Context: an optimization exercise on an open-source flow, tuned for small area. The choices shown serve that exercise and are no tape-out recipe.
The RTL was checked by simulation tests, not by an equivalence proof against the original design.

==> quartz <==
// ntt_bf2x2_top
module ntt_bf2x2_top (
    input  wire         clk,
    input  wire         reset_n,
    input  wire         zeroize,
    input  wire [2:0]   mode,
    input  wire         enable,
    input  wire [183:0] uvw_i,
    input  wire [275:0] pw_uvw_i,
    input  wire         accumulate,
    output wire [91:0]  uv_o,
    output wire [91:0]  pwo_uv_o,
    output wire         ready_o
);
==> flow/config.mk <==
export PLATFORM = sky130hd
export DESIGN_NAME = ntt_bf2x2_top
export DESIGN_NICKNAME = ntt_bf2x2_top
export VERILOG_FILES = /design/flow/design.v
export SDC_FILE = /design/flow/constraint.sdc
export NUM_CORES = 4
export LEC_CHECK = 0
export CAP_MARGIN = 30
export CORE_MARGIN = 2
export CORE_UTILIZATION = 60
export CTS_CLUSTER_DIAMETER = 100
export CTS_CLUSTER_SIZE = 25
export PLACE_DENSITY = 0.75
export SLEW_MARGIN = 30
export SYNTH_HIERARCHICAL = 1
==> flow/constraint.sdc <==
create_clock -name core_clock -period 11.0 [get_ports {clk}]
set_input_delay 2.2000 -clock core_clock [delete_from_list [all_inputs] [get_ports {clk}]]
set_output_delay 2.2000 -clock core_clock [all_outputs]
set_load 0.01 [all_outputs]
standard.sh (not shown) runs the stock make flow with config.mk's settings and CLKGATE_MAP_FILE= SYNTH_SCRIPT=/design/flow/synth_recipe.tcl, a recipe that flattens the netlist after the stock synthesis.
==> flow/flow/run.sh <==
#!/bin/bash
set -euo pipefail
export BUFFER_PORTS_ARGS="-buffer_cell sky130_fd_sc_hd__buf_1"
export CTS_ARGS="-sink_clustering_enable -repair_clock_nets -sink_clustering_size 25 -sink_clustering_max_diameter 100 -dont_use_dummy_load"
# make's own output; each ORFS step also writes its full log under orfs/logs/
bash standard.sh > standard_make.log 2>&1
==> inputs of raven, as changes to quartz <==
--- a/flow/design.v
+++ b/flow/design.v
@@ -1427,45 +1427,14 @@
     assign s[23] = s0_23 ^ t_23;
     assign t_24 = t_23 & s0_23;
     assign s[24] = s0_24 ^ t_24;
     assign all2 = s0_17 & s0_18 & s0_19 & s0_20 & s0_21 & s0_22 & s0_23 & s0_24;
     assign cb2 = c0_24 | (cb1 & all2);
     assign s[25] = cb2;
 endmodule
-module ntt_inc #(parameter N = 10) (input wire [N-1:0] x, input wire cin, output wire [N-1:0] s, output wire cout);
-    wire [N:0] t;
-    assign t[0] = cin;
-    for (genvar i = 0; i < N; i++) begin : c
-        bha u (.a(x[i]), .b(t[i]), .s(s[i]), .co(t[i+1]));
-    end
-    assign cout = t[N];
-endmodule
-module ntt_dec #(parameter N = 10) (input wire [N-1:0] x, input wire bin, output wire [N-1:0] s, output wire bout);
-    wire [N-1:0] sn;
-    ntt_inc #(.N(N)) u (.x(~x), .cin(bin), .s(sn), .cout(bout));
-    assign s = ~sn;
-endmodule
-module ntt_corr_add (input wire [23:0] s, output wire [22:0] r);
-    wire lnz, ge, b_unused, c_unused;
-    assign lnz = |s[12:0];
-    assign ge  = s[23] | ((&s[22:13]) & lnz);
-    ntt_dec #(.N(13)) u_lo (.x(s[12:0]),  .bin(ge),       .s(r[12:0]),  .bout(b_unused));
-    ntt_inc #(.N(10)) u_hi (.x(s[22:13]), .cin(ge & lnz), .s(r[22:13]), .cout(c_unused));
-endmodule
-module ntt_corr_sub (input wire [23:0] d, output wire [22:0] r);
-    wire c, b_unused;
-    ntt_inc #(.N(13)) u_lo (.x(d[12:0]),  .cin(d[23]),      .s(r[12:0]),  .cout(c));
-    ntt_dec #(.N(10)) u_hi (.x(d[22:13]), .bin(d[23] & ~c), .s(r[22:13]), .bout(b_unused));
-endmodule
-module ntt_div2 (input wire [22:0] x, output wire [22:0] r);
-    wire c, b;
-    ntt_inc #(.N(12)) u_lo (.x(x[12:1]),  .cin(x[0]),      .s(r[11:0]),  .cout(c));
-    ntt_dec #(.N(10)) u_hi (.x(x[22:13]), .bin(x[0] & ~c), .s(r[21:12]), .bout(b));
-    assign r[22] = x[0] & ~b;
-endmodule
 module ntt_mult_reduction (
     input  wire        clk,
     input  wire [22:0] a_i,
     input  wire [22:0] b_i,
     output logic [22:0] res_o
 );
     function automatic [22:0] corr_add(input [23:0] s);
@@ -1673,44 +1642,20 @@
     bfa ni128 (.a(n217), .b(n168), .c(n216), .s(n265), .co(n266));
     bfa ni129 (.a(n219), .b(n218), .c(1'b1), .s(n267), .co(n268));
     assign n269 = ~n220;
     assign n270 = n220;
     assign zp = ~zn;
     assign h0 = {n269, n267, n265, n263, n261, n259, n257, n255, n253, n251, n249, n247, n245, n243, n241, n239, n237, n235, n233, n231, n229, n227, n225, n223, n221};
     assign h1 = {n268, n266, n264, n262, n260, n258, n256, n254, n252, n250, n248, n246, n244, n242, n240, n238, n236, n234, n232, n230, n228, n226, n224, n222, 1'b1};
-    wire  [1:0]  k0;
-    wire  [14:0] m;
-    wire  [23:0] wv;
-    wire  [22:0] wc;
-    assign k0 = s_r[24:23];
-    assign m  = {k0 == 2'd3, k0 == 2'd2, {11{|k0}}, ^k0, k0[0]};
-    assign wc[0] = 1'b0;
-    bha u_w0 (.a(s_r[0]), .b(m[0]), .s(wv[0]), .co(wc[1]));
-    bfa u_w1 (.a(s_r[1]), .b(m[1]), .c(wc[1]), .s(wv[1]), .co(wc[2]));
-    bfa u_w2 (.a(s_r[2]), .b(m[2]), .c(wc[2]), .s(wv[2]), .co(wc[3]));
-    bfa u_w3 (.a(s_r[3]), .b(m[3]), .c(wc[3]), .s(wv[3]), .co(wc[4]));
-    bfa u_w4 (.a(s_r[4]), .b(m[4]), .c(wc[4]), .s(wv[4]), .co(wc[5]));
-    bfa u_w5 (.a(s_r[5]), .b(m[5]), .c(wc[5]), .s(wv[5]), .co(wc[6]));
-    bfa u_w6 (.a(s_r[6]), .b(m[6]), .c(wc[6]), .s(wv[6]), .co(wc[7]));
-    bfa u_w7 (.a(s_r[7]), .b(m[7]), .c(wc[7]), .s(wv[7]), .co(wc[8]));
-    bfa u_w8 (.a(s_r[8]), .b(m[8]), .c(wc[8]), .s(wv[8]), .co(wc[9]));
-    bfa u_w9 (.a(s_r[9]), .b(m[9]), .c(wc[9]), .s(wv[9]), .co(wc[10]));
-    bfa u_w10 (.a(s_r[10]), .b(m[10]), .c(wc[10]), .s(wv[10]), .co(wc[11]));
-    bfa u_w11 (.a(s_r[11]), .b(m[11]), .c(wc[11]), .s(wv[11]), .co(wc[12]));
-    bfa u_w12 (.a(s_r[12]), .b(m[12]), .c(wc[12]), .s(wv[12]), .co(wc[13]));
-    bfa u_w13 (.a(s_r[13]), .b(m[13]), .c(wc[13]), .s(wv[13]), .co(wc[14]));
-    bfa u_w14 (.a(s_r[14]), .b(m[14]), .c(wc[14]), .s(wv[14]), .co(wc[15]));
-    bha u_w15 (.a(s_r[15]), .b(wc[15]), .s(wv[15]), .co(wc[16]));
-    bha u_w16 (.a(s_r[16]), .b(wc[16]), .s(wv[16]), .co(wc[17]));
-    bha u_w17 (.a(s_r[17]), .b(wc[17]), .s(wv[17]), .co(wc[18]));
-    bha u_w18 (.a(s_r[18]), .b(wc[18]), .s(wv[18]), .co(wc[19]));
-    bha u_w19 (.a(s_r[19]), .b(wc[19]), .s(wv[19]), .co(wc[20]));
-    bha u_w20 (.a(s_r[20]), .b(wc[20]), .s(wv[20]), .co(wc[21]));
-    bha u_w21 (.a(s_r[21]), .b(wc[21]), .s(wv[21]), .co(wc[22]));
-    bha u_w22 (.a(s_r[22]), .b(wc[22]), .s(wv[22]), .co(wv[23]));
+    logic [1:0]  k0;
+    logic [23:0] wv;
+    always_comb begin
+        k0 = s_r[24:23];
+        wv = {1'b0, s_r[22:0]} + {9'd0, k0, 13'd0} - {22'd0, k0};
+    end
     always_ff @(posedge clk) begin
         s_r   <= hs[24:0];
         res_o <= corr_add(wv);
     end
 endmodule
 import ntt_defines_pkg::*;
 module ntt_butterfly2x2
@@ -1837,37 +1782,34 @@
     assign pwo_uv_o.uv3 = pw_o[3];
     for (genvar g = 0; g < 4; g++) begin : bf
         logic [22:0] u1, u2, u3, u4, w1, w2, w3, w4;
         logic [22:0] h1, h2, h3, h4;           
         logic [23:0] umv_r, ar_r, sr_r;
         logic [22:0] umv, ar, sr, p4;
         logic [22:0] xa;                       
-        wire  [22:0] ar_h, umv_h;              
         logic [22:0] add_a, add_b, mul_b;
         wire  [23:0] umv_s, ar_s, sr_s;        
         assign add_a = ({23{sa_uv}} & opu[g]) | ({23{sa_u4}} & u4) | ({23{sa_w4}} & w4);
         assign add_b = ({23{sa_uv}} & opv[g]) | ({23{sb_p4}} & p4);
         assign mul_b = ({23{bs_w1}} & w1) | ({23{bs_w2}} & w2) | ({23{bs_u1}} & u1);
         ntt_sub23_ci u_umv (.a(opu[g]), .bn(~opv[g]), .s(umv_s));
         ntt_add23_ci u_ar  (.a(add_a), .b(add_b), .s(ar_s));
         ntt_sub23_rc u_sr  (.a(u4), .bn(~p4), .s(sr_s));
         always_ff @(posedge clk) begin
             u1 <= opu[g]; u2 <= u1; u3 <= u2; u4 <= u3;
             w1 <= opw[g]; w2 <= w1; w3 <= w2; w4 <= w3;
             umv_r <= {~umv_s[23], umv_s[22:0]};
             ar_r  <= ar_s;
             sr_r  <= {~sr_s[23], sr_s[22:0]};
-            h1 <= ar_h; h2 <= h1; h3 <= h2; h4 <= h3;
-            xa <= ({23{sx_v}} & opv[g]) | ({23{sx_g}} & umv_h);
+            h1 <= div2(ar); h2 <= h1; h3 <= h2; h4 <= h3;
+            xa <= ({23{sx_v}} & opv[g]) | ({23{sx_g}} & div2(umv));
         end
-        ntt_corr_sub u_cumv (.d(umv_r), .r(umv));
-        ntt_corr_add u_car  (.s(ar_r), .r(ar));
+        assign umv = corr_sub(umv_r);
+        assign ar  = corr_add(ar_r);
         assign sr  = corr_sub(sr_r);
-        ntt_div2 u_har (.x(ar), .r(ar_h));
-        ntt_div2 u_hum (.x(umv), .r(umv_h));
         ntt_mult_reduction u_mul (.clk(clk), .a_i(xa), .b_i(mul_b), .res_o(p4));
         assign u_o[g]  = ({23{ou_ar}} & ar) | ({23{ou_d4}} & h4) | ({23{ou_p4}} & p4) | ({23{ou_umv}} & umv);
         assign v_o[g]  = ({23{ov_sr}} & sr) | ({23{ov_p4}} & p4);
         assign pw_o[g] = {23{pwo_mode}} & u_o[g];
     end
     logic [BF_LATENCY-1:0] ready_reg;
     always_ff @(posedge clk or negedge reset_n) begin
==> results.toml <==
[power_and_ir_drop]
power.total_w = 0.0286
p_clk_w = 0.00420
seqPwrFrac = 0.379

[final_layout]
seq_area_mm2 = 0.0427

[outcome]
status = "complete, no violations"

[synth]
avgSynthCellArea_um2 = 11.6

[floorplan]
rows = 178

[timing]
period_share = 0.916

[clock_tree]
numCtsBuffers = 107
# the run above: quartz

==> results.toml <==
[floorplan]
rows = 181

[power_and_ir_drop]
power.total_w = 0.0321
seqPwrFrac = 0.343

[synth]
avgSynthCellArea_um2 = 11.0

[timing]
worstMarginPinSlew_ps = 1110

[grt]
grt_pass1_wl_um = 673000
grt_use_met1 = 0.477

[routing]
drc_errors = 0

[clock_tree]
numCtsBuffers = 108
root_buffer = "clkbuf_16"

[outcome]
status = "complete, no violations"
# the run above: raven

==> separate check: timing with driven ports <==
How much do the figures lean on ideal ports? The routed layouts below were timed once more, with nothing changed but the port constraints. Step 1, drivers: a clkbuf_16 drives clk and a buf_2 each remaining input, both assumed. Step 2, shift: input delay + t, output delay - t, t = (earliest + latest rising clock arrival at the registers) / 2. This alone moves slack from input paths to output paths. a / b / c = no drivers / after step 1 / after step 2; a / b = the first two.
| run | t (ns) | setup WS [ns] | slew at the worst register clock pin (ns) | worst slew at a driven data input, ns |
|---|---|---|---|---|
| quartz | 0.892 | 0.926 / 0.926 / 0.926 | 0.11 / 0.11 | 0.23 |
| raven | 0.898 | 0.828 / 0.828 / 0.828 | 0.10 / 0.10 | 0.21 |
After both steps every run listed still meets setup and hold.
